This design comes from an exercise in tuning for small area, a short achievable clock period and few clock cycles per item on the open sky130 flow, not from production work.
At most, simulation tests tie the RTL to the original design; equivalence was not proved.
No functional check of the RTL was part of run 1.

===== flow/run.sh =====
#!/bin/bash
set -e
cp standard.sh standard_sh_copy.log
export ADDER_MAP_FILE=
bash standard.sh > standard.log 2>&1

===== standard.sh =====
#!/bin/bash
# synth_recipe.tcl (not shown) runs the flow's synth.tcl, then flattens the netlist and writes it again
# the make line also repeats each setting of config.mk as NAME=value (left out here)
make -C /OpenROAD-flow-scripts/flow DESIGN_CONFIG=/design/flow/config.mk WORK_HOME=/design/flow/orfs CLKGATE_MAP_FILE= SYNTH_SCRIPT=/design/flow/synth_recipe.tcl "${@:-finish}"

===== config.mk =====
export PLATFORM = sky130hd
export DESIGN_NAME = boothsalgo
export DESIGN_NICKNAME = boothsalgo
export VERILOG_FILES = /design/flow/design.v
export SDC_FILE = /design/flow/constraint.sdc
export NUM_CORES = 4
export LEC_CHECK = 0
export ABC_AREA = 1
export CAP_MARGIN = 20
export CORE_MARGIN = 2
export CORE_UTILIZATION = 40
export SETUP_SLACK_MARGIN = 2.0
export SLEW_MARGIN = 20

===== constraint.sdc =====
create_clock -name core_clock -period 6.5 [get_ports {clock}]
set_input_delay 1.3000 -clock core_clock [delete_from_list [all_inputs] [get_ports {clock}]]
set_output_delay 1.3000 -clock core_clock [all_outputs]
set_load 0.01 [all_outputs]

===== design.v =====
module boothsalgo(clock, reset, signal_in, mcand, mplier, product, done_signal, addOP, subOP);
    input clock, reset, signal_in;
    input signed [31:0] mcand;
    input signed [31:0] mplier;
    output reg signed [63:0] product;
    output reg done_signal;
    output reg [4:0] addOP;
    reg m31;              
    output reg [4:0] subOP;
    reg [31:0] X;         
    reg [31:0] L;         
    reg [31:0] H;         
    reg        busy;
    reg [1:0] nch;   
    reg [1:0] idx;   
    wire mcand_fit1 = (~|mcand[31:7]) | (&mcand[31:7]);
    wire mcand_fit2 = (~|mcand[31:15]) | (&mcand[31:15]);
    wire mcand_fit3 = (~|mcand[31:23]) | (&mcand[31:23]);
    wire [1:0] n_mcand = mcand_fit1 ? 2'd0 : (mcand_fit2 ? 2'd1 : (mcand_fit3 ? 2'd2 : (3)));
    wire mplier_fit1 = (~|mplier[31:7]) | (&mplier[31:7]);
    wire mplier_fit2 = (~|mplier[31:15]) | (&mplier[31:15]);
    wire mplier_fit3 = (~|mplier[31:23]) | (&mplier[31:23]);
    wire [1:0] n_mplier = mplier_fit1 ? 2'd0 : (mplier_fit2 ? 2'd1 : (mplier_fit3 ? 2'd2 : (3)));
    wire swap = n_mcand < n_mplier;
    wire [8:0] ys = {swap ? mcand[7:0] : mplier[7:0], 1'b0};
    wire [8:0] yn = L[15:7];
    wire [33:0] xe = {{2{X[31]}}, X};
    wire [33:0] x2 = {X[31], X, 1'b0};
    reg one0, two0, neg0;
    reg one0_n, two0_n, neg0_n;    
    wire ones0 = ys[0] ^ ys[1];
    wire twos0 = (ys[2] & ~ys[1] & ~ys[0]) | (~ys[2] & ys[1] & ys[0]);
    wire onen0 = yn[0] ^ yn[1];
    wire twon0 = (yn[2] & ~yn[1] & ~yn[0]) | (~yn[2] & yn[1] & yn[0]);
    wire [33:0] pp0 = {(({17{~one0_n}} & xe[33:17]) | ({17{~two0_n}} & x2[33:17])) ^ {17{~neg0_n}},
                         (({17{one0}} & xe[16:0]) | ({17{two0}} & x2[16:0])) ^ {17{neg0}}};
    reg one1, two1, neg1;
    reg one1_n, two1_n, neg1_n;    
    wire ones1 = ys[2] ^ ys[3];
    wire twos1 = (ys[4] & ~ys[3] & ~ys[2]) | (~ys[4] & ys[3] & ys[2]);
    wire onen1 = yn[2] ^ yn[3];
    wire twon1 = (yn[4] & ~yn[3] & ~yn[2]) | (~yn[4] & yn[3] & yn[2]);
    wire [33:0] pp1 = {(({17{~one1_n}} & xe[33:17]) | ({17{~two1_n}} & x2[33:17])) ^ {17{~neg1_n}},
                         (({17{one1}} & xe[16:0]) | ({17{two1}} & x2[16:0])) ^ {17{neg1}}};
    reg one2, two2, neg2;
    reg one2_n, two2_n, neg2_n;    
    wire ones2 = ys[4] ^ ys[5];
    wire twos2 = (ys[6] & ~ys[5] & ~ys[4]) | (~ys[6] & ys[5] & ys[4]);
    wire onen2 = yn[4] ^ yn[5];
    wire twon2 = (yn[6] & ~yn[5] & ~yn[4]) | (~yn[6] & yn[5] & yn[4]);
    wire [33:0] pp2 = {(({17{~one2_n}} & xe[33:17]) | ({17{~two2_n}} & x2[33:17])) ^ {17{~neg2_n}},
                         (({17{one2}} & xe[16:0]) | ({17{two2}} & x2[16:0])) ^ {17{neg2}}};
    reg one3, two3, neg3;
    reg one3_n, two3_n, neg3_n;    
    wire ones3 = ys[6] ^ ys[7];
    wire twos3 = (ys[8] & ~ys[7] & ~ys[6]) | (~ys[8] & ys[7] & ys[6]);
    wire onen3 = yn[6] ^ yn[7];
    wire twon3 = (yn[8] & ~yn[7] & ~yn[6]) | (~yn[8] & yn[7] & yn[6]);
    wire [33:0] pp3 = {(({17{~one3_n}} & xe[33:17]) | ({17{~two3_n}} & x2[33:17])) ^ {17{~neg3_n}},
                         (({17{one3}} & xe[16:0]) | ({17{two3}} & x2[16:0])) ^ {17{neg3}}};
    always @(posedge clock) begin
        one0 <= signal_in ? ones0 : onen0;
        two0 <= signal_in ? twos0 : twon0;
        neg0 <= signal_in ? ys[2] : yn[2];
        one0_n <= ~(signal_in ? ones0 : onen0);
        two0_n <= ~(signal_in ? twos0 : twon0);
        neg0_n <= ~(signal_in ? ys[2] : yn[2]);
        one1 <= signal_in ? ones1 : onen1;
        two1 <= signal_in ? twos1 : twon1;
        neg1 <= signal_in ? ys[4] : yn[4];
        one1_n <= ~(signal_in ? ones1 : onen1);
        two1_n <= ~(signal_in ? twos1 : twon1);
        neg1_n <= ~(signal_in ? ys[4] : yn[4]);
        one2 <= signal_in ? ones2 : onen2;
        two2 <= signal_in ? twos2 : twon2;
        neg2 <= signal_in ? ys[6] : yn[6];
        one2_n <= ~(signal_in ? ones2 : onen2);
        two2_n <= ~(signal_in ? twos2 : twon2);
        neg2_n <= ~(signal_in ? ys[6] : yn[6]);
        one3 <= signal_in ? ones3 : onen3;
        two3 <= signal_in ? twos3 : twon3;
        neg3 <= signal_in ? ys[8] : yn[8];
        one3_n <= ~(signal_in ? ones3 : onen3);
        two3_n <= ~(signal_in ? twos3 : twon3);
        neg3_n <= ~(signal_in ? ys[8] : yn[8]);
    end
    wire cs1;
    wire cs2;
    wire cs3;
    wire cs4;
    wire cs5;
    wire cs6;
    wire cs7;
    wire cs8;
    wire cs9;
    wire cs10;
    wire cs11;
    wire cs12;
    wire cs13;
    wire cs14;
    wire cs15;
    wire cs16;
    wire cs17;
    wire cs18;
    wire cs19;
    wire cs20;
    wire cs21;
    wire cs22;
    wire cs23;
    wire cs24;
    wire cs25;
    wire cs26;
    wire cs27;
    wire cs28;
    wire cs29;
    wire cs30;
    wire cs31;
    wire cs32;
    wire cs33;
    wire cs34;
    wire cs35;
    wire cs36;
    wire cs37;
    wire cs38;
    wire cs39;
    wire cs40;
    wire cs41;
    wire cs42;
    wire cs43;
    wire cs44;
    wire cs45;
    wire cs46;
    wire cs47;
    wire cs48;
    wire cs49;
    wire cs50;
    wire cs51;
    wire cs52;
    wire cs53;
    wire cs54;
    wire cs55;
    wire cs56;
    wire cs57;
    wire cs58;
    wire cs59;
    wire cs60;
    wire cs61;
    wire cs62;
    wire cs63;
    wire cs64;
    wire cs65;
    wire cs66;
    wire cs67;
    wire cs68;
    wire cs69;
    wire cs70;
    wire cs71;
    wire cs72;
    wire cs73;
    wire cs74;
    wire cs75;
    wire cs76;
    wire cs77;
    wire cs78;
    wire cs79;
    wire cs80;
    wire cs81;
    wire cs82;
    wire cs83;
    wire cs84;
    wire cs85;
    wire cs86;
    wire cs87;
    wire cs88;
    wire cs89;
    wire cs90;
    wire cs91;
    wire cs92;
    wire cs93;
    wire cs94;
    wire cs95;
    wire cs96;
    wire cs97;
    wire cs98;
    wire cs99;
    wire cs100;
    wire cs101;
    wire cs102;
    wire cs103;
    wire cs104;
    wire cs105;
    wire cs106;
    wire cs107;
    wire cs108;
    wire cs109;
    wire cs110;
    wire cs111;
    wire cs112;
    wire cs113;
    wire cs114;
    wire cs115;
    wire cs116;
    wire cs117;
    wire cs118;
    wire cs119;
    wire cs120;
    wire cs121;
    wire cs122;
    wire cs123;
    wire cs124;
    wire cs125;
    wire cs126;
    wire cs127;
    wire cs128;
    wire cs129;
    wire cs130;
    wire cs131;
    wire cs132;
    wire cs133;
    wire cs134;
    wire cs135;
    wire cs136;
    wire cs137;
    wire cs138;
    wire cs139;
    wire cs140;
    wire cs141;
    wire cs142;
    wire cs143;
    wire cs144;
    wire cs145;
    wire cs146;
    wire cs147;
    wire cs148;
    wire cs149;
    wire cs150;
    wire cs151;
    wire cs152;
    wire cs153;
    wire cs154;
    wire cs155;
    wire cs156;
    wire cs157;
    wire cs158;
    wire cs159;
    wire cs160;
    wire cs161;
    wire cs162;
    wire cs163;
    wire cs164;
    wire cs165;
    wire cs166;
    wire cs167;
    wire cs168;
    wire cs169;
    wire cs170;
    wire cs171;
    wire cs172;
    wire cs173;
    wire cs174;
    wire cs175;
    wire cs176;
    wire cs177;
    wire cs178;
    wire cs179;
    wire cs180;
    wire cs181;
    wire cs182;
    wire cs183;
    wire cs184;
    wire cs185;
    wire cs186;
    wire cs187;
    wire cs188;
    wire cs189;
    wire cs190;
    wire cs191;
    wire cs192;
    wire cs193;
    wire cs194;
    wire cs195;
    wire cs196;
    wire cs197;
    wire cs198;
    wire cs199;
    wire cs200;
    wire cs201;
    wire cs202;
    wire cs203;
    wire cs204;
    wire cs205;
    wire cs206;
    wire cs207;
    wire cs208;
    wire cs209;
    wire cs210;
    wire cs211;
    wire cs212;
    wire cs213;
    wire cs214;
    wire cs215;
    wire cs216;
    wire cs217;
    wire cs218;
    wire cs219;
    wire cs220;
    wire cs221;
    wire cs222;
    wire cs223;
    wire cs224;
    wire cs225;
    wire cs226;
    wire cs227;
    wire cs228;
    wire cs229;
    wire cs230;
    wire cs231;
    wire cs232;
    wire cs233;
    wire cs234;
    wire cs235;
    wire cs236;
    wire cs237;
    wire cs238;
    wire cs239;
    wire cs240;
    wire cs241;
    wire cs242;
    wire cs243;
    wire cs244;
    wire cs245;
    wire cs246;
    wire cs247;
    wire cs248;
    wire cs249;
    wire cs250;
    wire cs251;
    wire cs252;
    wire cs253;
    wire cs254;
    wire cs255;
    wire cs256;
    wire cs257;
    wire cs258;
    wire cs259;
    wire cs260;
    wire cs261;
    wire cs262;
    wire cs263;
    wire cs264;
    assign cs1 = H[4] ^ pp0[4];
    assign cs2 = H[4] & pp0[4];
    assign cs3 = H[5] ^ pp0[5];
    assign cs4 = H[5] & pp0[5];
    assign cs5 = H[6] ^ pp0[6] ^ pp1[4];
    assign cs6 = (H[6] & pp0[6]) | (H[6] & pp1[4]) | (pp0[6] & pp1[4]);
    assign cs7 = pp2[2] ^ pp3[0];
    assign cs8 = pp2[2] & pp3[0];
    assign cs9 = H[7] ^ pp0[7] ^ pp1[5];
    assign cs10 = (H[7] & pp0[7]) | (H[7] & pp1[5]) | (pp0[7] & pp1[5]);
    assign cs11 = pp2[3] ^ pp3[1];
    assign cs12 = pp2[3] & pp3[1];
    assign cs13 = H[8] ^ pp0[8] ^ pp1[6];
    assign cs14 = (H[8] & pp0[8]) | (H[8] & pp1[6]) | (pp0[8] & pp1[6]);
    assign cs15 = pp2[4] ^ pp3[2];
    assign cs16 = pp2[4] & pp3[2];
    assign cs17 = H[9] ^ pp0[9] ^ pp1[7];
    assign cs18 = (H[9] & pp0[9]) | (H[9] & pp1[7]) | (pp0[9] & pp1[7]);
    assign cs19 = pp2[5] ^ pp3[3];
    assign cs20 = pp2[5] & pp3[3];
    assign cs21 = H[10] ^ pp0[10] ^ pp1[8];
    assign cs22 = (H[10] & pp0[10]) | (H[10] & pp1[8]) | (pp0[10] & pp1[8]);
    assign cs23 = pp2[6] ^ pp3[4];
    assign cs24 = pp2[6] & pp3[4];
    assign cs25 = H[11] ^ pp0[11] ^ pp1[9];
    assign cs26 = (H[11] & pp0[11]) | (H[11] & pp1[9]) | (pp0[11] & pp1[9]);
    assign cs27 = pp2[7] ^ pp3[5];
    assign cs28 = pp2[7] & pp3[5];
    assign cs29 = H[12] ^ pp0[12] ^ pp1[10];
    assign cs30 = (H[12] & pp0[12]) | (H[12] & pp1[10]) | (pp0[12] & pp1[10]);
    assign cs31 = pp2[8] ^ pp3[6];
    assign cs32 = pp2[8] & pp3[6];
    assign cs33 = H[13] ^ pp0[13] ^ pp1[11];
    assign cs34 = (H[13] & pp0[13]) | (H[13] & pp1[11]) | (pp0[13] & pp1[11]);
    assign cs35 = pp2[9] ^ pp3[7];
    assign cs36 = pp2[9] & pp3[7];
    assign cs37 = H[14] ^ pp0[14] ^ pp1[12];
    assign cs38 = (H[14] & pp0[14]) | (H[14] & pp1[12]) | (pp0[14] & pp1[12]);
    assign cs39 = pp2[10] ^ pp3[8];
    assign cs40 = pp2[10] & pp3[8];
    assign cs41 = H[15] ^ pp0[15] ^ pp1[13];
    assign cs42 = (H[15] & pp0[15]) | (H[15] & pp1[13]) | (pp0[15] & pp1[13]);
    assign cs43 = pp2[11] ^ pp3[9];
    assign cs44 = pp2[11] & pp3[9];
    assign cs45 = H[16] ^ pp0[16] ^ pp1[14];
    assign cs46 = (H[16] & pp0[16]) | (H[16] & pp1[14]) | (pp0[16] & pp1[14]);
    assign cs47 = pp2[12] ^ pp3[10];
    assign cs48 = pp2[12] & pp3[10];
    assign cs49 = H[17] ^ pp0[17] ^ pp1[15];
    assign cs50 = (H[17] & pp0[17]) | (H[17] & pp1[15]) | (pp0[17] & pp1[15]);
    assign cs51 = pp2[13] ^ pp3[11];
    assign cs52 = pp2[13] & pp3[11];
    assign cs53 = H[18] ^ pp0[18] ^ pp1[16];
    assign cs54 = (H[18] & pp0[18]) | (H[18] & pp1[16]) | (pp0[18] & pp1[16]);
    assign cs55 = pp2[14] ^ pp3[12];
    assign cs56 = pp2[14] & pp3[12];
    assign cs57 = H[19] ^ pp0[19] ^ pp1[17];
    assign cs58 = (H[19] & pp0[19]) | (H[19] & pp1[17]) | (pp0[19] & pp1[17]);
    assign cs59 = pp2[15] ^ pp3[13];
    assign cs60 = pp2[15] & pp3[13];
    assign cs61 = H[20] ^ pp0[20] ^ pp1[18];
    assign cs62 = (H[20] & pp0[20]) | (H[20] & pp1[18]) | (pp0[20] & pp1[18]);
    assign cs63 = pp2[16] ^ pp3[14];
    assign cs64 = pp2[16] & pp3[14];
    assign cs65 = H[21] ^ pp0[21] ^ pp1[19];
    assign cs66 = (H[21] & pp0[21]) | (H[21] & pp1[19]) | (pp0[21] & pp1[19]);
    assign cs67 = pp2[17] ^ pp3[15];
    assign cs68 = pp2[17] & pp3[15];
    assign cs69 = H[22] ^ pp0[22] ^ pp1[20];
    assign cs70 = (H[22] & pp0[22]) | (H[22] & pp1[20]) | (pp0[22] & pp1[20]);
    assign cs71 = pp2[18] ^ pp3[16];
    assign cs72 = pp2[18] & pp3[16];
    assign cs73 = H[23] ^ pp0[23] ^ pp1[21];
    assign cs74 = (H[23] & pp0[23]) | (H[23] & pp1[21]) | (pp0[23] & pp1[21]);
    assign cs75 = pp2[19] ^ pp3[17];
    assign cs76 = pp2[19] & pp3[17];
    assign cs77 = H[24] ^ pp0[24] ^ pp1[22];
    assign cs78 = (H[24] & pp0[24]) | (H[24] & pp1[22]) | (pp0[24] & pp1[22]);
    assign cs79 = pp2[20] ^ pp3[18];
    assign cs80 = pp2[20] & pp3[18];
    assign cs81 = H[25] ^ pp0[25] ^ pp1[23];
    assign cs82 = (H[25] & pp0[25]) | (H[25] & pp1[23]) | (pp0[25] & pp1[23]);
    assign cs83 = pp2[21] ^ pp3[19];
    assign cs84 = pp2[21] & pp3[19];
    assign cs85 = H[26] ^ pp0[26] ^ pp1[24];
    assign cs86 = (H[26] & pp0[26]) | (H[26] & pp1[24]) | (pp0[26] & pp1[24]);
    assign cs87 = pp2[22] ^ pp3[20];
    assign cs88 = pp2[22] & pp3[20];
    assign cs89 = H[27] ^ pp0[27] ^ pp1[25];
    assign cs90 = (H[27] & pp0[27]) | (H[27] & pp1[25]) | (pp0[27] & pp1[25]);
    assign cs91 = pp2[23] ^ pp3[21];
    assign cs92 = pp2[23] & pp3[21];
    assign cs93 = H[28] ^ pp0[28] ^ pp1[26];
    assign cs94 = (H[28] & pp0[28]) | (H[28] & pp1[26]) | (pp0[28] & pp1[26]);
    assign cs95 = pp2[24] ^ pp3[22];
    assign cs96 = pp2[24] & pp3[22];
    assign cs97 = H[29] ^ pp0[29] ^ pp1[27];
    assign cs98 = (H[29] & pp0[29]) | (H[29] & pp1[27]) | (pp0[29] & pp1[27]);
    assign cs99 = pp2[25] ^ pp3[23];
    assign cs100 = pp2[25] & pp3[23];
    assign cs101 = H[30] ^ pp0[30] ^ pp1[28];
    assign cs102 = (H[30] & pp0[30]) | (H[30] & pp1[28]) | (pp0[30] & pp1[28]);
    assign cs103 = pp2[26] ^ pp3[24];
    assign cs104 = pp2[26] & pp3[24];
    assign cs105 = ~H[31] ^ pp0[31] ^ pp1[29];
    assign cs106 = (~H[31] & pp0[31]) | (~H[31] & pp1[29]) | (pp0[31] & pp1[29]);
    assign cs107 = pp2[27] ^ pp3[25] ^ 1'b1;
    assign cs108 = (pp2[27] & pp3[25]) | (pp2[27] & 1'b1) | (pp3[25] & 1'b1);
    assign cs109 = pp0[32] ^ pp1[30] ^ pp2[28];
    assign cs110 = (pp0[32] & pp1[30]) | (pp0[32] & pp2[28]) | (pp1[30] & pp2[28]);
    assign cs111 = pp3[26] ^ 1'b1;
    assign cs112 = pp3[26] & 1'b1;
    assign cs113 = ~pp0[33] ^ pp1[31] ^ pp2[29];
    assign cs114 = (~pp0[33] & pp1[31]) | (~pp0[33] & pp2[29]) | (pp1[31] & pp2[29]);
    assign cs115 = pp1[32] ^ pp2[30];
    assign cs116 = pp1[32] & pp2[30];
    assign cs117 = H[2] ^ pp0[2];
    assign cs118 = H[2] & pp0[2];
    assign cs119 = H[3] ^ pp0[3];
    assign cs120 = H[3] & pp0[3];
    assign cs121 = cs1 ^ pp1[2] ^ pp2[0];
    assign cs122 = (cs1 & pp1[2]) | (cs1 & pp2[0]) | (pp1[2] & pp2[0]);
    assign cs123 = cs2 ^ cs3 ^ pp1[3];
    assign cs124 = (cs2 & cs3) | (cs2 & pp1[3]) | (cs3 & pp1[3]);
    assign cs125 = cs4 ^ cs5 ^ cs7;
    assign cs126 = (cs4 & cs5) | (cs4 & cs7) | (cs5 & cs7);
    assign cs127 = cs6 ^ cs8 ^ cs9;
    assign cs128 = (cs6 & cs8) | (cs6 & cs9) | (cs8 & cs9);
    assign cs129 = cs10 ^ cs12 ^ cs13;
    assign cs130 = (cs10 & cs12) | (cs10 & cs13) | (cs12 & cs13);
    assign cs131 = cs14 ^ cs16 ^ cs17;
    assign cs132 = (cs14 & cs16) | (cs14 & cs17) | (cs16 & cs17);
    assign cs133 = cs18 ^ cs20 ^ cs21;
    assign cs134 = (cs18 & cs20) | (cs18 & cs21) | (cs20 & cs21);
    assign cs135 = cs22 ^ cs24 ^ cs25;
    assign cs136 = (cs22 & cs24) | (cs22 & cs25) | (cs24 & cs25);
    assign cs137 = cs26 ^ cs28 ^ cs29;
    assign cs138 = (cs26 & cs28) | (cs26 & cs29) | (cs28 & cs29);
    assign cs139 = cs30 ^ cs32 ^ cs33;
    assign cs140 = (cs30 & cs32) | (cs30 & cs33) | (cs32 & cs33);
    assign cs141 = cs34 ^ cs36 ^ cs37;
    assign cs142 = (cs34 & cs36) | (cs34 & cs37) | (cs36 & cs37);
    assign cs143 = cs38 ^ cs40 ^ cs41;
    assign cs144 = (cs38 & cs40) | (cs38 & cs41) | (cs40 & cs41);
    assign cs145 = cs42 ^ cs44 ^ cs45;
    assign cs146 = (cs42 & cs44) | (cs42 & cs45) | (cs44 & cs45);
    assign cs147 = cs46 ^ cs48 ^ cs49;
    assign cs148 = (cs46 & cs48) | (cs46 & cs49) | (cs48 & cs49);
    assign cs149 = cs50 ^ cs52 ^ cs53;
    assign cs150 = (cs50 & cs52) | (cs50 & cs53) | (cs52 & cs53);
    assign cs151 = cs54 ^ cs56 ^ cs57;
    assign cs152 = (cs54 & cs56) | (cs54 & cs57) | (cs56 & cs57);
    assign cs153 = cs58 ^ cs60 ^ cs61;
    assign cs154 = (cs58 & cs60) | (cs58 & cs61) | (cs60 & cs61);
    assign cs155 = cs62 ^ cs64 ^ cs65;
    assign cs156 = (cs62 & cs64) | (cs62 & cs65) | (cs64 & cs65);
    assign cs157 = cs66 ^ cs68 ^ cs69;
    assign cs158 = (cs66 & cs68) | (cs66 & cs69) | (cs68 & cs69);
    assign cs159 = cs70 ^ cs72 ^ cs73;
    assign cs160 = (cs70 & cs72) | (cs70 & cs73) | (cs72 & cs73);
    assign cs161 = cs74 ^ cs76 ^ cs77;
    assign cs162 = (cs74 & cs76) | (cs74 & cs77) | (cs76 & cs77);
    assign cs163 = cs78 ^ cs80 ^ cs81;
    assign cs164 = (cs78 & cs80) | (cs78 & cs81) | (cs80 & cs81);
    assign cs165 = cs82 ^ cs84 ^ cs85;
    assign cs166 = (cs82 & cs84) | (cs82 & cs85) | (cs84 & cs85);
    assign cs167 = cs86 ^ cs88 ^ cs89;
    assign cs168 = (cs86 & cs88) | (cs86 & cs89) | (cs88 & cs89);
    assign cs169 = cs90 ^ cs92 ^ cs93;
    assign cs170 = (cs90 & cs92) | (cs90 & cs93) | (cs92 & cs93);
    assign cs171 = cs94 ^ cs96 ^ cs97;
    assign cs172 = (cs94 & cs96) | (cs94 & cs97) | (cs96 & cs97);
    assign cs173 = cs98 ^ cs100 ^ cs101;
    assign cs174 = (cs98 & cs100) | (cs98 & cs101) | (cs100 & cs101);
    assign cs175 = cs102 ^ cs104 ^ cs105;
    assign cs176 = (cs102 & cs104) | (cs102 & cs105) | (cs104 & cs105);
    assign cs177 = cs106 ^ cs108 ^ cs109;
    assign cs178 = (cs106 & cs108) | (cs106 & cs109) | (cs108 & cs109);
    assign cs179 = cs110 ^ cs112 ^ cs113;
    assign cs180 = (cs110 & cs112) | (cs110 & cs113) | (cs112 & cs113);
    assign cs181 = cs114 ^ cs115 ^ pp3[28];
    assign cs182 = (cs114 & cs115) | (cs114 & pp3[28]) | (cs115 & pp3[28]);
    assign cs183 = cs116 ^ ~pp1[33] ^ pp2[31];
    assign cs184 = (cs116 & ~pp1[33]) | (cs116 & pp2[31]) | (~pp1[33] & pp2[31]);
    assign cs185 = pp2[32] ^ pp3[30];
    assign cs186 = pp2[32] & pp3[30];
    assign cs187 = H[0] ^ pp0[0];
    assign cs188 = H[0] & pp0[0];
    assign cs189 = H[1] ^ pp0[1];
    assign cs190 = H[1] & pp0[1];
    assign cs191 = cs117 ^ pp1[0] ^ neg1;
    assign cs192 = (cs117 & pp1[0]) | (cs117 & neg1) | (pp1[0] & neg1);
    assign cs193 = cs118 ^ cs119 ^ pp1[1];
    assign cs194 = (cs118 & cs119) | (cs118 & pp1[1]) | (cs119 & pp1[1]);
    assign cs195 = cs120 ^ cs121 ^ neg2;
    assign cs196 = (cs120 & cs121) | (cs120 & neg2) | (cs121 & neg2);
    assign cs197 = cs122 ^ cs123 ^ pp2[1];
    assign cs198 = (cs122 & cs123) | (cs122 & pp2[1]) | (cs123 & pp2[1]);
    assign cs199 = cs124 ^ cs125 ^ neg3;
    assign cs200 = (cs124 & cs125) | (cs124 & neg3) | (cs125 & neg3);
    assign cs201 = cs126 ^ cs127 ^ cs11;
    assign cs202 = (cs126 & cs127) | (cs126 & cs11) | (cs127 & cs11);
    assign cs203 = cs128 ^ cs129 ^ cs15;
    assign cs204 = (cs128 & cs129) | (cs128 & cs15) | (cs129 & cs15);
    assign cs205 = cs130 ^ cs131 ^ cs19;
    assign cs206 = (cs130 & cs131) | (cs130 & cs19) | (cs131 & cs19);
    assign cs207 = cs132 ^ cs133 ^ cs23;
    assign cs208 = (cs132 & cs133) | (cs132 & cs23) | (cs133 & cs23);
    assign cs209 = cs134 ^ cs135 ^ cs27;
    assign cs210 = (cs134 & cs135) | (cs134 & cs27) | (cs135 & cs27);
    assign cs211 = cs136 ^ cs137 ^ cs31;
    assign cs212 = (cs136 & cs137) | (cs136 & cs31) | (cs137 & cs31);
    assign cs213 = cs138 ^ cs139 ^ cs35;
    assign cs214 = (cs138 & cs139) | (cs138 & cs35) | (cs139 & cs35);
    assign cs215 = cs140 ^ cs141 ^ cs39;
    assign cs216 = (cs140 & cs141) | (cs140 & cs39) | (cs141 & cs39);
    assign cs217 = cs142 ^ cs143 ^ cs43;
    assign cs218 = (cs142 & cs143) | (cs142 & cs43) | (cs143 & cs43);
    assign cs219 = cs144 ^ cs145 ^ cs47;
    assign cs220 = (cs144 & cs145) | (cs144 & cs47) | (cs145 & cs47);
    assign cs221 = cs146 ^ cs147 ^ cs51;
    assign cs222 = (cs146 & cs147) | (cs146 & cs51) | (cs147 & cs51);
    assign cs223 = cs148 ^ cs149 ^ cs55;
    assign cs224 = (cs148 & cs149) | (cs148 & cs55) | (cs149 & cs55);
    assign cs225 = cs150 ^ cs151 ^ cs59;
    assign cs226 = (cs150 & cs151) | (cs150 & cs59) | (cs151 & cs59);
    assign cs227 = cs152 ^ cs153 ^ cs63;
    assign cs228 = (cs152 & cs153) | (cs152 & cs63) | (cs153 & cs63);
    assign cs229 = cs154 ^ cs155 ^ cs67;
    assign cs230 = (cs154 & cs155) | (cs154 & cs67) | (cs155 & cs67);
    assign cs231 = cs156 ^ cs157 ^ cs71;
    assign cs232 = (cs156 & cs157) | (cs156 & cs71) | (cs157 & cs71);
    assign cs233 = cs158 ^ cs159 ^ cs75;
    assign cs234 = (cs158 & cs159) | (cs158 & cs75) | (cs159 & cs75);
    assign cs235 = cs160 ^ cs161 ^ cs79;
    assign cs236 = (cs160 & cs161) | (cs160 & cs79) | (cs161 & cs79);
    assign cs237 = cs162 ^ cs163 ^ cs83;
    assign cs238 = (cs162 & cs163) | (cs162 & cs83) | (cs163 & cs83);
    assign cs239 = cs164 ^ cs165 ^ cs87;
    assign cs240 = (cs164 & cs165) | (cs164 & cs87) | (cs165 & cs87);
    assign cs241 = cs166 ^ cs167 ^ cs91;
    assign cs242 = (cs166 & cs167) | (cs166 & cs91) | (cs167 & cs91);
    assign cs243 = cs168 ^ cs169 ^ cs95;
    assign cs244 = (cs168 & cs169) | (cs168 & cs95) | (cs169 & cs95);
    assign cs245 = cs170 ^ cs171 ^ cs99;
    assign cs246 = (cs170 & cs171) | (cs170 & cs99) | (cs171 & cs99);
    assign cs247 = cs172 ^ cs173 ^ cs103;
    assign cs248 = (cs172 & cs173) | (cs172 & cs103) | (cs173 & cs103);
    assign cs249 = cs174 ^ cs175 ^ cs107;
    assign cs250 = (cs174 & cs175) | (cs174 & cs107) | (cs175 & cs107);
    assign cs251 = cs176 ^ cs177 ^ cs111;
    assign cs252 = (cs176 & cs177) | (cs176 & cs111) | (cs177 & cs111);
    assign cs253 = cs178 ^ cs179 ^ pp3[27];
    assign cs254 = (cs178 & cs179) | (cs178 & pp3[27]) | (cs179 & pp3[27]);
    assign cs255 = cs180 ^ cs181 ^ 1'b1;
    assign cs256 = (cs180 & cs181) | (cs180 & 1'b1) | (cs181 & 1'b1);
    assign cs257 = cs182 ^ cs183 ^ pp3[29];
    assign cs258 = (cs182 & cs183) | (cs182 & pp3[29]) | (cs183 & pp3[29]);
    assign cs259 = cs184 ^ cs185 ^ 1'b1;
    assign cs260 = (cs184 & cs185) | (cs184 & 1'b1) | (cs185 & 1'b1);
    assign cs261 = cs186 ^ ~pp2[33] ^ pp3[31];
    assign cs262 = (cs186 & ~pp2[33]) | (cs186 & pp3[31]) | (~pp2[33] & pp3[31]);
    assign cs263 = pp3[32] ^ 1'b1;
    assign cs264 = pp3[32] & 1'b1;
    wire [39:0] sum = {cs264, cs262, cs260, cs258, cs256, cs254, cs252, cs250, cs248, cs246, cs244, cs242, cs240, cs238, cs236, cs234, cs232, cs230, cs228, cs226, cs224, cs222, cs220, cs218, cs216, cs214, cs212, cs210, cs208, cs206, cs204, cs202, cs200, cs198, cs196, cs194, cs192, cs190, cs188, cs187} + {~pp3[33], cs263, cs261, cs259, cs257, cs255, cs253, cs251, cs249, cs247, cs245, cs243, cs241, cs239, cs237, cs235, cs233, cs231, cs229, cs227, cs225, cs223, cs221, cs219, cs217, cs215, cs213, cs211, cs209, cs207, cs205, cs203, cs201, cs199, cs197, cs195, cs193, cs191, cs189, neg0};
    wire [31:0] rises = mplier & ~{mplier[30:0], 1'b0};
    reg [11:0] gcnt;      
    wire [2:0] gn0;
    wire [2:0] gn1;
    wire [2:0] gn2;
    wire [2:0] gn3;
    wire gq1;
    wire gq2;
    wire gq3;
    wire gq4;
    wire gq5;
    wire gq6;
    wire gq7;
    wire gq8;
    wire gq9;
    wire gq10;
    wire gq11;
    wire gq12;
    wire gq13;
    wire gq14;
    wire gq15;
    wire gq16;
    assign gq1 = (rises[0] | rises[1]) ^ (rises[2] | rises[3]);
    assign gq2 = (rises[0] | rises[1]) & (rises[2] | rises[3]);
    assign gq3 = gq1 ^ (rises[4] | rises[5]);
    assign gq4 = gq1 & (rises[4] | rises[5]);
    assign gn0 = {1'b0, gq4, gq3} + {1'b0, gq2, (rises[6] | rises[7])};
    assign gq5 = (rises[8] | rises[9]) ^ (rises[10] | rises[11]);
    assign gq6 = (rises[8] | rises[9]) & (rises[10] | rises[11]);
    assign gq7 = gq5 ^ (rises[12] | rises[13]);
    assign gq8 = gq5 & (rises[12] | rises[13]);
    assign gn1 = {1'b0, gq8, gq7} + {1'b0, gq6, (rises[14] | rises[15])};
    assign gq9 = (rises[16] | rises[17]) ^ (rises[18] | rises[19]);
    assign gq10 = (rises[16] | rises[17]) & (rises[18] | rises[19]);
    assign gq11 = gq9 ^ (rises[20] | rises[21]);
    assign gq12 = gq9 & (rises[20] | rises[21]);
    assign gn2 = {1'b0, gq12, gq11} + {1'b0, gq10, (rises[22] | rises[23])};
    assign gq13 = (rises[24] | rises[25]) ^ (rises[26] | rises[27]);
    assign gq14 = (rises[24] | rises[25]) & (rises[26] | rises[27]);
    assign gq15 = gq13 ^ (rises[28] | rises[29]);
    assign gq16 = gq13 & (rises[28] | rises[29]);
    assign gn3 = {1'b0, gq16, gq15} + {1'b0, gq14, (rises[30] | rises[31])};
    always @(posedge clock) gcnt <= {gn3, gn2, gn1, gn0};
    wire pc1;
    wire pc2;
    wire pc3;
    wire pc4;
    wire pc5;
    wire pc6;
    wire pc7;
    wire pc8;
    wire pc9;
    wire pc10;
    wire pc11;
    wire pc12;
    assign pc1 = gcnt[0] ^ gcnt[3];
    assign pc2 = gcnt[0] & gcnt[3];
    assign pc3 = gcnt[1] ^ gcnt[4] ^ gcnt[7];
    assign pc4 = (gcnt[1] & gcnt[4]) | (gcnt[1] & gcnt[7]) | (gcnt[4] & gcnt[7]);
    assign pc5 = gcnt[2] ^ gcnt[5] ^ gcnt[8];
    assign pc6 = (gcnt[2] & gcnt[5]) | (gcnt[2] & gcnt[8]) | (gcnt[5] & gcnt[8]);
    assign pc7 = pc1 ^ gcnt[6];
    assign pc8 = pc1 & gcnt[6];
    assign pc9 = pc2 ^ pc3 ^ gcnt[10];
    assign pc10 = (pc2 & pc3) | (pc2 & gcnt[10]) | (pc3 & gcnt[10]);
    assign pc11 = pc4 ^ pc5 ^ gcnt[11];
    assign pc12 = (pc4 & pc5) | (pc4 & gcnt[11]) | (pc5 & gcnt[11]);
    wire [4:0] nsub = {1'b0, pc12, pc10, pc8, pc7} + {1'b0, pc6, pc11, pc9, gcnt[9]};
    always @(posedge clock) begin
        if (reset) begin
            busy <= 1'b0;
            done_signal <= 1'b0;
        end else if (signal_in) begin
            X <= swap ? mplier : mcand;
            L <= swap ? mcand : mplier;
            nch <= swap ? n_mcand : n_mplier;
            H <= 32'd0;
            idx <= 2'd0;
            busy <= 1'b1;
            done_signal <= 1'b0;
            m31 <= mplier[31];
        end else if (busy) begin
            if (idx == 2'd0) subOP <= nsub;
            H <= sum[39:8];
            L <= {sum[7:0], L[31:8]};
            idx <= idx + 1'b1;
            if (idx == nch) begin
                busy <= 1'b0;
                done_signal <= 1'b1;
            end
        end
    end
    always @(*) begin
        addOP = subOP - {4'd0, m31};
        case (nch)
            2'd0: product = $signed({H, L}) >>> 24;
            2'd1: product = $signed({H, L}) >>> 16;
            2'd2: product = $signed({H, L}) >>> 8;
            2'd3: product = $signed({H, L}) >>> 0;
            default: product = 64'sd0;
        endcase
    end
endmodule

==> results.yml, run 1 <==
routing:
  final_antenna_net_count: 0
  wl_per_cell_um: 17.9
  drcViolationCount: 0
  avgViaCountPerCell: 5.30
  first_pass_iters: 6
  num_vias: 22200
  drt-total-wl_um: 74900
  drtIter0Drc: 2417
timing:
  rsz0062_at_grt: "yes"
  relSlewSlack: 0.434
  slew_viol_final: 0
  fin_ws_ps: 2000
  worst_slew_pin_slew_ps: 848
  period_share: 0.693
  skew_ps: 16.6
  fin_setup_tns_ps: 0
  hold_slack_ps: 494
  clock.fmax_ghz: 0.222
  setup_viol: 0
  hold_viol_final: 0
  period_needed_ps: 4500
placement:
  place_area_um2: 20400
  gp_congestion: 0.973
  preCtsSetupSlack_ps: 1450
  portBuffers: 141
  dpl.hpwl_um: 60200
cells_and_area:
  fin_nets: 3642
  drive_above_1_share: 0.0396
  final_cell_area_um2: 21100
  syn_to_final_growth_pct: 12.2
  final_util: 0.454
logic_synthesis:
  synth_nets: 3582
  netlist_area_um2: 18800
  yosysUniqueCellTypes: 48
  synth_warnings: 1
  syn_inst: 3515
  ys_ff_latch: 144
  synthMuxAreaShare: 0
  synthSimpleGateAreaFrac: 0.510
  synth.most_common_cell: "nand2_1"
  yosysSeqAreaShare: 0.210
  synth_compound_area_frac: 0.114
  syn_area_per_cell_um2: 5.35
  ys_async_sr_fraction: 0
  ys_top_cells_by_count: "nand2_1, inv_1, nand3_1, nor2_1, o21ai_0"
  synth_top_family_by_area: "simple AND/OR/NAND/NOR gates"
  synth_edf_count: 106
  synth_area_leaders: "nand2_1, edfxtp_1, nand3_1"
  synthXorXnorAreaFrac: 0.0409
  synthAdderAreaFrac: 0.000532
  synth_top_area_frac: 0.331
  synth_ff_type: "edfxtp_1"
  synth_top_cell_by_area: "nand2_1"
clock_network:
  clock_sinks: 144
  cts_tree: "done"
  clock_latency_ps: 490
  ctsHoldBuffers: 0
  path_clk_slew_ps: 80
  htreeDepth: 4
  cts_buffer_depth: 2
  cts_buffers: 17
  cts_root_buffer: "clkbuf_16"
global_route:
  grt_pass1_wl_um: 115000
  grt_pass1_vias: 19700
  antenna_found_initial: 1
  grt_overflow: 0
  track_usage: 0.304
  grt_max_degree: 74
die:
  ios: 142
  coreArea_um2: 46500
  die_area_um2: 48800
  dieWidth_um: 221
  die_y_um: 221
  initial_utilization: 0.405
  rows: 79
worst_setup_path:
  start_kind: "flop"
  crit_path_max_fanout: 24
  arrival_ps: 3200
  cp-end-kind: "output port"
  path_class: "reg2out"
  required_ps: 5200
job:
  cap_viol_max_count: 0
outcome:
  status: "complete, no violations"
worst_hold_path:
  hp-class: "reg2reg"
## worst paths after layout
check | start | end | slack, ps | cells past startpoint
hold / removal | busy | done_signal | 490 | 2
setup / recovery | nch[0] | product[49] | 2000 | 5
setup reg to reg | two0 | H[30] | 2440 | 25
hold reg to reg | busy | done_signal | 490 | 2
## cell usage in the layout, fill, tap and decap left out, types with 31 or more instances in the layout
cell type        netlist  final
nor2_1               183    179
clkdlybuf4s50_1        0    140
inv_1                414    412
edfxtp_1             106    106
nand3_1              386    386
a21oi_1              100    100
inv_2                 31     31
o21ai_0              150    147
nand2_1             1661   1657
xor2_1                69     69
dfxtp_1               38     34
## sequential cells by signal, indices dropped and copies added, names as in the netlist, 2 cells and up
name   flops
H         32
L         32
X         32
gcnt      12
idx        2
nch        2
subOP      5
## kinds of logic after synthesis
group | count (synthesis)
compound gates | 374
xor+xnor | 87
fa+ha+maj | 1
buf+inv | 561
flops | 144
simple gates | 2348
## routing by layer
metal | up-vias | track usage | part of all wire
li1 | 11300 | - | -
met5 | - | 0 | 0.000093
met3 | 148 | 0.0644 | 0.090
met2 | 889 | 0.469 | 0.43
met4 | 2 | 0.123 | 0.042
met1 | 9919 | 0.413 | 0.44
## critical path: stages (launching register included)
cell and delay [ps]:
edfxtp_1 550, inv_1 130, nor2_4 510, nand2_1 450, o2111ai_1 410, clkdlybuf4s50_1 650
## per-stage QoR
stage	std cells
floorplan	3515
global route	4195
detailed placement	4160
CTS	4192
finish	4196
global placement	4160
## area by class of cell
type | count | area [um^2]
diodes | 1 | 2.50
clock inverters | 15 | 189
fillers | 5126 | 25300
inverters | 448 | 1690
repair inverters | 1 | 7.51
flip-flops and latches | 144 | 3950
repair buffers | 153 | 1500
well taps | 607 | 759
clock buffers | 17 | 425
multi-input cells | 2810 | 12600
## repair_timing
item | in CTS | in global routing
gates cloned | 0 | 1
endpoints found under the hold margin | 0 | 0
resized for setup | 7 | 13
setup buffers | 0 | 2
setup endpoints to repair | 46 | 102
==> run 2: changes to the inputs <==
--- a/design.v
+++ b/design.v
@@ -11,7 +11,8 @@
     reg [31:0] L;         
     reg [31:0] H;         
     reg        busy;
-    reg [1:0] nch;   
+    reg [3:0] sel;    
+    reg [3:0] sel_n;  
     reg [1:0] idx;   
     wire mcand_fit1 = (~|mcand[31:7]) | (&mcand[31:7]);
     wire mcand_fit2 = (~|mcand[31:15]) | (&mcand[31:15]);
@@ -681,6 +682,10 @@
     assign pc11 = pc4 ^ pc5 ^ gcnt[11];
     assign pc12 = (pc4 & pc5) | (pc4 & gcnt[11]) | (pc5 & gcnt[11]);
     wire [4:0] nsub = {1'b0, pc12, pc10, pc8, pc7} + {1'b0, pc6, pc11, pc9, gcnt[9]};
+    wire [63:0] al0 = $signed({H, L}) >>> 24;
+    wire [63:0] al1 = $signed({H, L}) >>> 16;
+    wire [63:0] al2 = $signed({H, L}) >>> 8;
+    wire [63:0] al3 = $signed({H, L}) >>> 0;
     always @(posedge clock) begin
         if (reset) begin
             busy <= 1'b0;
@@ -688,7 +693,8 @@
         end else if (signal_in) begin
             X <= swap ? mplier : mcand;
             L <= swap ? mcand : mplier;
-            nch <= swap ? n_mcand : n_mplier;
+            sel <= 4'd1 << (swap ? n_mcand : n_mplier);
+            sel_n <= ~(4'd1 << (swap ? n_mcand : n_mplier));
             H <= 32'd0;
             idx <= 2'd0;
             busy <= 1'b1;
@@ -699,7 +705,7 @@
             H <= sum[39:8];
             L <= {sum[7:0], L[31:8]};
             idx <= idx + 1'b1;
-            if (idx == nch) begin
+            if (sel[idx]) begin
                 busy <= 1'b0;
                 done_signal <= 1'b1;
             end
@@ -707,12 +713,14 @@
     end
     always @(*) begin
         addOP = subOP - {4'd0, m31};
-        case (nch)
-            2'd0: product = $signed({H, L}) >>> 24;
-            2'd1: product = $signed({H, L}) >>> 16;
-            2'd2: product = $signed({H, L}) >>> 8;
-            2'd3: product = $signed({H, L}) >>> 0;
-            default: product = 64'sd0;
-        endcase
+        product = 64'd0;
+        product[31:0] = product[31:0] | ({32{sel[0]}} & al0[31:0]);
+        product[63:32] = product[63:32] | ({32{~sel_n[0]}} & al0[63:32]);
+        product[31:0] = product[31:0] | ({32{sel[1]}} & al1[31:0]);
+        product[63:32] = product[63:32] | ({32{~sel_n[1]}} & al1[63:32]);
+        product[31:0] = product[31:0] | ({32{sel[2]}} & al2[31:0]);
+        product[63:32] = product[63:32] | ({32{~sel_n[2]}} & al2[63:32]);
+        product[31:0] = product[31:0] | ({32{sel[3]}} & al3[31:0]);
+        product[63:32] = product[63:32] | ({32{~sel_n[3]}} & al3[63:32]);
     end
 endmodule
==> run.sh (new file) <==
#!/bin/bash
# synth_recipe.tcl (not shown) runs the flow's synth.tcl, then flattens the netlist and writes it again
# the make line also repeats each setting of config.mk as NAME=value (left out here)
make -C /OpenROAD-flow-scripts/flow DESIGN_CONFIG=/design/flow/config.mk WORK_HOME=/design/flow/orfs CLKGATE_MAP_FILE= SYNTH_SCRIPT=/design/flow/synth_recipe.tcl finish
--- a/config.mk
+++ b/config.mk
@@ -9,5 +9,6 @@
 export CAP_MARGIN = 20
 export CORE_MARGIN = 2
 export CORE_UTILIZATION = 40
+export PLACE_DENSITY = 0.75
 export SETUP_SLACK_MARGIN = 2.0
 export SLEW_MARGIN = 20
removed: flow/run.sh
removed: standard.sh
==> run 2 against run 1 <==
Net effect:
- via count shrank 29%
- global-route usage shrank 1.8 points
- design area shrank 8.7%
- register-to-register slack lost 440 ps
- wire length shrank 20%
- first-iteration DRC count shrank 26%
- sequential cell count grew 6
- non-clock buffer count grew 20
- maximum frequency grew 0.19%
- synthesized cell count shrank 41%
- core utilization grew 3.3 points
==> results.yml, run 2 <==
outcome:
  status: "complete, no violations"
timing:
  period_needed_ps: 4500
  setup_viol: 0
  worst_slew_pin_slew_ps: 1060
  clock.fmax_ghz: 0.222
  relSlewSlack: 0.296
  slew_viol_final: 0
  skew_ps: 21.9
  fin_setup_tns_ps: 0
  rsz0062_at_grt: "yes"
  hold_viol_final: 0
  period_share: 0.692
logic_synthesis:
  synth_edf_count: 112
  ys_async_sr_fraction: 0
  synth_area_leaders: "edfxtp_1, fa_1, inv_1"
  synth_ff_type: "edfxtp_1"
  ys_top_cells_by_count: "inv_1, nand2_1, o22ai_1, a21oi_1, o21ai_0"
  synth_warnings: 1
  synth_nets: 2358
  yosysUniqueCellTypes: 41
  synth.most_common_cell: "inv_1"
  yosysSeqAreaShare: 0.258
  synth_top_cell_by_area: "edfxtp_1"
  syn_inst: 2086
  syn_area_per_cell_um2: 7.65
  synth_top_area_frac: 0.211
  ys_ff_latch: 150
  netlist_area_um2: 16000
worst_setup_path:
  regToRegStartpoint: "one0"
  worstPathBufferInverterCount: 5
  cp_cell_sequence: "clkinvlp_4 -> buf_6 -> o22ai_2 -> xor2_2 -> fa_1 -> inv_1 -> fa_1 -> inv_1 -> fa_1 -> inv_1 -> ha_4 -> a21o_1 -> a21oi_4 -> nor2_1 -> nor2_1 -> nand2_2 -> a21oi_4 -> o21bai_1 -> o21ai_1 -> a21oi_2"
  slowest_stage: "fa_1"
  cp-startpoint: "one0"
  path_class: "reg2reg"
  reg2reg_depth: 20
  start_kind: "flop"
  cp-end-kind: "flop"
  critPathTopFamily: "adder cells"
  worstReg2RegEnd: "H[23]"
  arrival_ps: 4700
  crit_path_max_fanout: 7
  cp.depth: 20
  ff2ff_setup_slack_ps: 2000
  crit_end: "H[23]"
  max_stage_delay_ps: 530
  required_ps: 6700
clock_network:
  clock_sinks: 150
  cts_tree: "done"
  htreeDepth: 4
  clock_latency_ps: 460
  cts_buffers: 17
  cts_buffer_depth: 2
  ctsHoldBuffers: 0
  path_clk_slew_ps: 90
  cts_root_buffer: "clkbuf_16"
cells_and_area:
  drive_above_1_share: 0.104
  final_cell_mix: "inv_1, nand2_1, o22ai_1, clkdlybuf4s50_1, o21ai_0"
  multi_input_area_um2: 10500
  fin_nets: 2467
  reg.largest.list: "H: 32 flops, L: 32 flops, X: 32 flops"
  num_antenna_cells: 0
  final_cell_area_um2: 19300
  final_common_cell: "inv_1"
  final_util: 0.487
  finish.cell_count_without_fillers: 2733
  fillers: 3741
  register_area_um2: 4170
  syn_to_final_growth_pct: 20.8
placement:
  dpl.hpwl_um: 46500
  dp_cells: 2675
  portBuffers: 141
  place_area_um2: 17800
  gp_congestion: 1.01
die:
  die_y_um: 204
  dieWidth_um: 204
  die_area_um2: 41500
  ios: 142
  coreArea_um2: 39500
  rows: 73
  initial_utilization: 0.403
worst_hold_path:
  hold_start: "done_signal"
  hp-class: "reg2reg"
global_route:
  grt_pass1_wl_um: 89900
  track_usage: 0.286
  grt_max_degree: 66
  grt_pass1_vias: 15300
  antenna_found_initial: 1
  grt_overflow: 0
routing:
  wl_per_cell_um: 21.9
  avgViaCountPerCell: 5.77
  num_vias: 15800
  drtIter0Drc: 1799
  final_antenna_net_count: 0
  drt-total-wl_um: 59900
  drcViolationCount: 0
  first_pass_iters: 6
job:
  cap_viol_max_count: 0
-- run 2: cell count changes in the layout (fill, tap and decap cells not counted), sizes merged, moves of 23 or more --
cell and delta:
o22ai +137, ha +100, nor2 -52, fa +105, o21ai +32, xor2 +65
nand2 -1405, a21oi +56, o2111ai -23, nand3 -347, inv -23
-- run 2: layout make-up --
type                       instances  share of cell area
inverter                         434              0.0863
clock buffer                      21              0.0256
tap                              525              0.0341
timing repair buffer             173              0.0859
clock inverter                    11             0.00695
sequential                       150               0.216
timing repair inverter             2            0.000649
multi-input combinational       1417               0.544
-- run 2: routing by layer --
layer | global-route usage | wire length [um] | vias to the layer above
met5 | 0 | 0 | -
met4 | 0.119 | 2830 | 0
met3 | 0.0505 | 6230 | 160
met2 | 0.454 | 26900 | 1036
met1 | 0.385 | 24000 | 7469
li1 | - | - | 7102
-- run 2: logic make-up after synthesis --
| kind of cell | count (synthesis) | synth area share |
|---|---|---|
| AO/OA/AOI/OAI | 577 | 0.204 |
| XOR/XNOR | 141 | 0.0774 |
| adder cells (fa/ha/maj) | 207 | 0.211 |
| buffers and inverters | 519 | 0.124 |
| flip-flops | 150 | 0.258 |
| AND/OR/NAND/NOR | 492 | 0.125 |
-- run 2: per-stage QoR --
| stage | hold WS [ps] | setup slack (ps) |
|---|---|---|
| 2_1_floorplan | 491 | 2040 |
| 3_3_place_gp | 528 | 1170 |
| 3_5_place_dp | 546 | 1170 |
| 4_1_cts | 568 | 2000 |
| 5_1_grt | 606 | 1850 |
| 6_report | 545 | 2000 |
-- run 2: worst min-delay path by stage --
stage          cells past startpoint  slack (ps)     endpoint
2_1_floorplan                      1         490       neg3_n
3_3_place_gp                       2         530  done_signal
3_5_place_dp                       2         550  done_signal
4_1_cts                            2         570  done_signal
5_1_grt                            2         610  done_signal
6_report                           2         550  done_signal
-- run 2: timing repair --
item | in CTS | in global routing
pin swaps | 4 | 14
resized for setup | 87 | 116
endpoints found under the setup margin | 32 | 54
cloned | 2 | 0
setup buffers | 16 | 8
endpoints found under the hold margin | 0 | 0
-- run 2: worst reg2reg max path: cells and delay by family (launching register included) --
kind	cells	cell delay, ps
AOI/OAI and AO/OA	7	1190
and+or+nand+nor	3	280
adders and majority gates	4	1770
xor gates and xnor gates	1	120
DFF	1	370
buffers and inverters	5	530
Testbench counts of run 2, summed over its fixed seeds: cycles 8,914, mults 3,200.
==> run 3: changes to the inputs <==
--- a/config.mk
+++ b/config.mk
@@ -9,6 +9,5 @@
 export CAP_MARGIN = 20
 export CORE_MARGIN = 2
 export CORE_UTILIZATION = 40
-export PLACE_DENSITY = 0.75
 export SETUP_SLACK_MARGIN = 2.0
 export SLEW_MARGIN = 20
==> run 3 against run 2 <==
Net effect:
- still clean on timing, DRC and antenna
- die area stayed put
- setup slack better by 110 ps
- core utilization is 1.2 points higher
- sequential cell count stayed put
- maximum frequency is 2.6% higher
- clock skew is 14 ps higher
- worst hold slack worse by 29 ps
- critical path type unchanged
- largest cell class unchanged
- highest routed layer unchanged
==> results.yml, run 3 <==
outcome:
  status: "complete, no violations"
cells_and_area:
  fin_nets: 2484
  final_cell_mix: "inv_1, nand2_1, o22ai_1, clkdlybuf4s50_1, o21ai_0"
  syn_to_final_growth_pct: 23.8
  finish.cell_count_without_fillers: 2752
  drive_above_1_share: 0.134
  final_common_cell: "inv_1"
  reg.largest.list: "H: 32 flops, L: 32 flops, X: 32 flops"
  final_cell_area_um2: 19800
  fillers: 3807
  register_area_um2: 4170
  multi_input_area_um2: 10800
routing:
  drcViolationCount: 0
  drtIter0Drc: 1602
  drt-total-wl_um: 61400
  num_vias: 15600
  avgViaCountPerCell: 5.66
  final_antenna_net_count: 0
  first_pass_iters: 6
  wl_per_cell_um: 22.3
worst_setup_path:
  cp_cell_sequence: "clkinvlp_4 -> o22ai_2 -> xor2_1 -> fa_1 -> inv_1 -> fa_1 -> inv_1 -> fa_1 -> inv_1 -> ha_4 -> a21o_1 -> a21oi_2 -> nor2_1 -> nor2_1 -> nand2_2 -> a21oi_4 -> o21bai_1 -> o21ai_1 -> a21oi_1"
  worstPathBufferInverterCount: 4
  slowest_stage: "fa_1"
  max_stage_delay_ps: 530
  start_kind: "flop"
  crit_path_max_fanout: 8
  cp-end-kind: "flop"
  critPathTopFamily: "adder cells"
  arrival_ps: 4580
  path_class: "reg2reg"
  required_ps: 6700
die:
  coreArea_um2: 39500
  rows: 73
  ios: 142
  die_area_um2: 41500
  dieWidth_um: 204
  die_y_um: 204
  initial_utilization: 0.403
global_route:
  grt_max_degree: 87
  grt_pass1_wl_um: 89600
  antenna_found_initial: 0
  track_usage: 0.290
  grt_pass1_vias: 14700
  grt_overflow: 0
timing:
  fin_setup_tns_ps: 0
  clock.fmax_ghz: 0.228
  skew_ps: 36.3
  setup_viol: 0
  hold_slack_ps: 517
  hold_viol_final: 0
  relSlewSlack: 0.276
  slew_viol_final: 0
  rsz0062_at_grt: "yes"
  period_needed_ps: 4380
  worst_slew_pin_slew_ps: 1090
  period_share: 0.674
logic_synthesis:
  synth_nets: 2358
  synth_warnings: 1
  synth_top_area_frac: 0.211
  ys_top_cells_by_count: "inv_1, nand2_1, o22ai_1, a21oi_1, o21ai_0"
  synth_edf_count: 112
  syn_area_per_cell_um2: 7.65
  synth_top_cell_by_area: "edfxtp_1"
  ys_async_sr_fraction: 0
  syn_inst: 2086
  netlist_area_um2: 16000
  synth.most_common_cell: "inv_1"
  yosysSeqAreaShare: 0.258
  yosysUniqueCellTypes: 41
  ys_ff_latch: 150
  synth_area_leaders: "edfxtp_1, fa_1, inv_1"
  synth_ff_type: "edfxtp_1"
clock_network:
  clock_sinks: 150
  cts_tree: "done"
  cts_root_buffer: "clkbuf_16"
  htreeDepth: 4
  ctsHoldBuffers: 0
  clock_latency_ps: 480
  path_clk_slew_ps: 100
  cts_buffers: 17
  cts_buffer_depth: 2
placement:
  place_area_um2: 17800
  dpl.hpwl_um: 48000
  gp_congestion: 0.993
  dp_cells: 2676
  portBuffers: 141
job:
  cap_viol_max_count: 0
worst_hold_path:
  hp-class: "reg2reg"
==> run 3: path summary, 6_finish.rpt <==
check / to / from / depth (start not counted) / slack (ps)
worst max register to register: H[23] / two0 / 19 / 2120
worst min-delay path: done_signal / done_signal / 2 / 520
worst min register to register: done_signal / done_signal / 2 / 520
worst max-delay path: H[23] / two0 / 19 / 2120
==> run 3: final cells by class <==
cell class	count	share of cell area
Antenna cell	2	0.000253
Clock inverter	14	0.00817
Sequential cell	150	0.211
Tap cell	525	0.0333
Inverter	434	0.0871
Clock buffer	18	0.0222
Timing Repair inverter	5	0.00177
Multi-Input combinational cell	1418	0.544
Timing Repair Buffer	186	0.0921
==> run 3: per-layer routing <==
metal,track usage,vias up,wire length [um]
met5,0,-,0
met4,0.111,0,2420
met3,0.0355,119,5050
met2,0.459,804,27800
met1,0.404,7513,26100
li1,-,7140,-
==> run 3: cell families after synthesis <==
family,after synthesis,synth area share
DFF,150,0.258
buffers and inverters,519,0.124
adders and majority gates,207,0.211
AOI/OAI and AO/OA,577,0.204
and+or+nand+nor,492,0.125
xor gates and xnor gates,141,0.0774
==> run 3: what timing repair did <==
item	in CTS	in global routing
gates cloned	4	2
resized for setup	94	195
pin swaps	4	39
buffers inserted	5	31
endpoints found under the setup margin	46	33
==> run 3: worst register-to-register path, cell delays in order (launching register included) <==
cell	delay (ps)
dfxtp_4	400
clkinvlp_4	240
o22ai_2	250
xor2_1	110
fa_1	500
inv_1	60
fa_1	530
inv_1	50
fa_1	490
inv_1	60
ha_4	240
a21o_1	200
a21oi_2	180
nor2_1	60
nor2_1	110
nand2_2	110
a21oi_4	190
o21bai_1	110
o21ai_1	130
a21oi_1	60
==> run 3: stage by stage <==
stage | utilization | worst slack (ps)
floorplan | - | 2040
global placement | 0.449 | 1200
detailed placement | 0.449 | 1190
CTS | 0.472 | 1990
global route | 0.499 | 1950
finish | 0.500 | 2120
==> run 4: changes to the inputs <==
--- a/config.mk
+++ b/config.mk
@@ -9,5 +9,5 @@
 export CAP_MARGIN = 20
 export CORE_MARGIN = 2
 export CORE_UTILIZATION = 40
-export SETUP_SLACK_MARGIN = 2.0
+export SETUP_SLACK_MARGIN = 2.4
 export SLEW_MARGIN = 20
==> run 4 against run 3 <==
Net effect:
- cell count up 2.7%
- maximum frequency down 0.85%
- count of clock-buffer cells in the layout unchanged
- critical path depth up 2
- synthesized area unchanged
- via count up 3.1%
- critical path type unchanged
==> results.yml, run 4 <==
outcome:
  status: "complete, no violations"
clock_network:
  htreeDepth: 4
  clock_latency_ps: 450
  cts_tree: "done"
  cts_buffer_depth: 2
  ctsHoldBuffers: 0
  cts_buffers: 17
  clock_sinks: 150
  path_clk_slew_ps: 80
  cts_root_buffer: "clkbuf_16"
timing:
  worst_slew_pin_slew_ps: 1050
  clock.fmax_ghz: 0.226
  hold_slack_ps: 518
  slew_viol_final: 0
  fin_ws_ps: 2080
  skew_ps: 13.7
  rsz0062_at_grt: "yes"
  fin_setup_tns_ps: 0
  setup_viol: 0
  period_share: 0.680
  relSlewSlack: 0.302
  hold_viol_final: 0
  period_needed_ps: 4420
worst_hold_path:
  hp-class: "reg2reg"
  hold_start: "done_signal"
cells_and_area:
  fillers: 3810
  num_antenna_cells: 0
  multi_input_area_um2: 11300
  finish.cell_count_without_fillers: 2827
  final_util: 0.530
  register_area_um2: 4170
  final_common_cell: "inv_1"
  drive_above_1_share: 0.210
  final_cell_mix: "inv_1, nand2_1, o22ai_1, clkdlybuf4s50_1"
  syn_to_final_growth_pct: 31.4
  reg.largest.list: "H: 32 flops, L: 32 flops, X: 32 flops"
  final_cell_area_um2: 21000
  fin_nets: 2561
global_route:
  grt_pass1_vias: 15700
  track_usage: 0.313
  antenna_found_initial: 1
  grt_max_degree: 68
  grt_overflow: 0
  grt_pass1_wl_um: 96400
routing:
  drcViolationCount: 0
  avgViaCountPerCell: 5.68
  first_pass_iters: 6
  final_antenna_net_count: 0
  wl_per_cell_um: 23.5
  drtIter0Drc: 1602
  drt-total-wl_um: 66500
  num_vias: 16100
logic_synthesis:
  synth_ff_type: "edfxtp_1"
  synthMuxAreaShare: 0
  yosysUniqueCellTypes: 41
  synth.most_common_cell: "inv_1"
  ys_async_sr_fraction: 0
  synth_top_area_frac: 0.211
  ys_top_cells_by_count: "inv_1, nand2_1, o22ai_1, a21oi_1, o21ai_0"
  synthXorXnorAreaFrac: 0.0774
  synth_edf_count: 112
  synth_compound_area_frac: 0.204
  synthAdderAreaFrac: 0.211
  netlist_area_um2: 16000
  synth_top_cell_by_area: "edfxtp_1"
  synth_nets: 2358
  syn_inst: 2086
  synth_warnings: 1
  synth_area_leaders: "edfxtp_1, fa_1, inv_1"
  synthSimpleGateAreaFrac: 0.125
  syn_area_per_cell_um2: 7.65
  yosysSeqAreaShare: 0.258
  synth_top_family_by_area: "adder cells"
  ys_ff_latch: 150
worst_setup_path:
  start_kind: "flop"
  arrival_ps: 4610
  regToRegStartpoint: "one0"
  ff2ff_setup_slack_ps: 2080
  cp-startpoint: "one0"
  cp_cell_sequence: "clkinvlp_4 -> buf_6 -> o22ai_4 -> xor2_1 -> fa_1 -> inv_1 -> fa_1 -> inv_1 -> fa_1 -> inv_1 -> ha_4 -> nand2_4 -> nor2_4 -> buf_4 -> a21oi_2 -> nand2_1 -> nand2_1 -> nand3_2 -> buf_4 -> o21ai_0 -> a21oi_1"
  slowest_stage: "fa_1"
  path_class: "reg2reg"
  crit_path_max_fanout: 5
  max_stage_delay_ps: 530
  required_ps: 6680
  cp-end-kind: "flop"
die:
  rows: 73
  die_area_um2: 41500
  dieWidth_um: 204
  coreArea_um2: 39500
  die_y_um: 204
  initial_utilization: 0.403
  ios: 142
job:
  cap_viol_max_count: 0
placement:
  portBuffers: 141
  gp_congestion: 0.979
  preCtsSetupSlack_ps: 1040
  dpl.hpwl_um: 50200
  place_area_um2: 17800
  dp_cells: 2675
==> run 4: final cells by class <==
type	count	share of cell area
Clock inverter	14	0.00746
Multi-Input combinational cell	1418	0.541
Sequential cell	150	0.199
Inverter	434	0.0829
Tap cell	525	0.0313
Timing Repair inverter	8	0.00274
Clock buffer	18	0.0215
Timing Repair Buffer	260	0.114
==> run 4: cell families (layout without fill, tap and decap cells) <==
| logic type | Yosys count | in the layout |
|---|---|---|
| compound gates | 577 | 577 |
| buf+inv | 519 | 734 |
| simple gates | 492 | 493 |
| fa+ha+maj | 207 | 207 |
| flops | 150 | 150 |
| xor+xnor | 141 | 141 |
==> run 4: worst paths after layout <==
path	cells past startpoint	end
worst max-delay path	21	H[27]
worst min-delay path	2	done_signal
worst max register to register	21	H[27]
worst min register to register	2	done_signal
==> run 4: worst max-delay path: cells and delay by family (launching register included) <==
kind / cells / cell delay [ps]
adders and majority gates: 4 / 1840
buffers and inverters: 7 / 830
AOI/OAI and AO/OA: 4 / 500
and+or+nand+nor: 5 / 450
DFF: 1 / 390
xor gates and xnor gates: 1 / 120
==> run 4: per-layer routing <==
| layer | vias up | GRT usage | share of wire |
|---|---|---|---|
| met5 | - | 0 | 0.00017 |
| met4 | 2 | 0.115 | 0.040 |
| met3 | 145 | 0.0551 | 0.091 |
| met2 | 887 | 0.508 | 0.46 |
| met1 | 7741 | 0.418 | 0.41 |
| li1 | 7285 | - | - |
==> run 4: repair_timing <==
action	in CTS	in global routing
gates resized for setup	319	145
cloned	9	0
hold endpoints to repair	0	0
setup endpoints to repair	143	69
pin swaps	91	94
setup buffers	75	35

-- static timing again, ports no longer ideal --
Ports are ideal in the flow. The routed layouts listed here were re-timed in OpenROAD. Step 1 sets driving cells, clkbuf_16 on the clock port and buf_2 on the other inputs (assumed; they add their load-dependent delay and slew). Step 2 also shifts input and output timing later by t, the mid clock arrival at the registers, as if the neighbouring blocks saw the same clock. Slacks: ideal / step 1 / step 2; pairs: ideal / step 1.
run | shift t [ns] | setup slack, ns | latest minus earliest clock arrival (ns)
run 1 | 0.548 | 1.995 / 1.935 / 1.837 | 0.018 / 0.017
run 2 | 0.499 | 2.004 / 1.958 / 1.778 | 0.022 / 0.022
run 3 | 0.519 | 2.117 / 2.089 / 1.695 | 0.038 / 0.038
run 4 | 0.500 | 2.080 / 2.080 / 2.058 | 0.014 / 0.014
After both steps setup and hold are still met in every run listed. The setup slack of run 3, which loses most, moves by -0.028 ns with the drivers and by -0.422 ns with both steps.
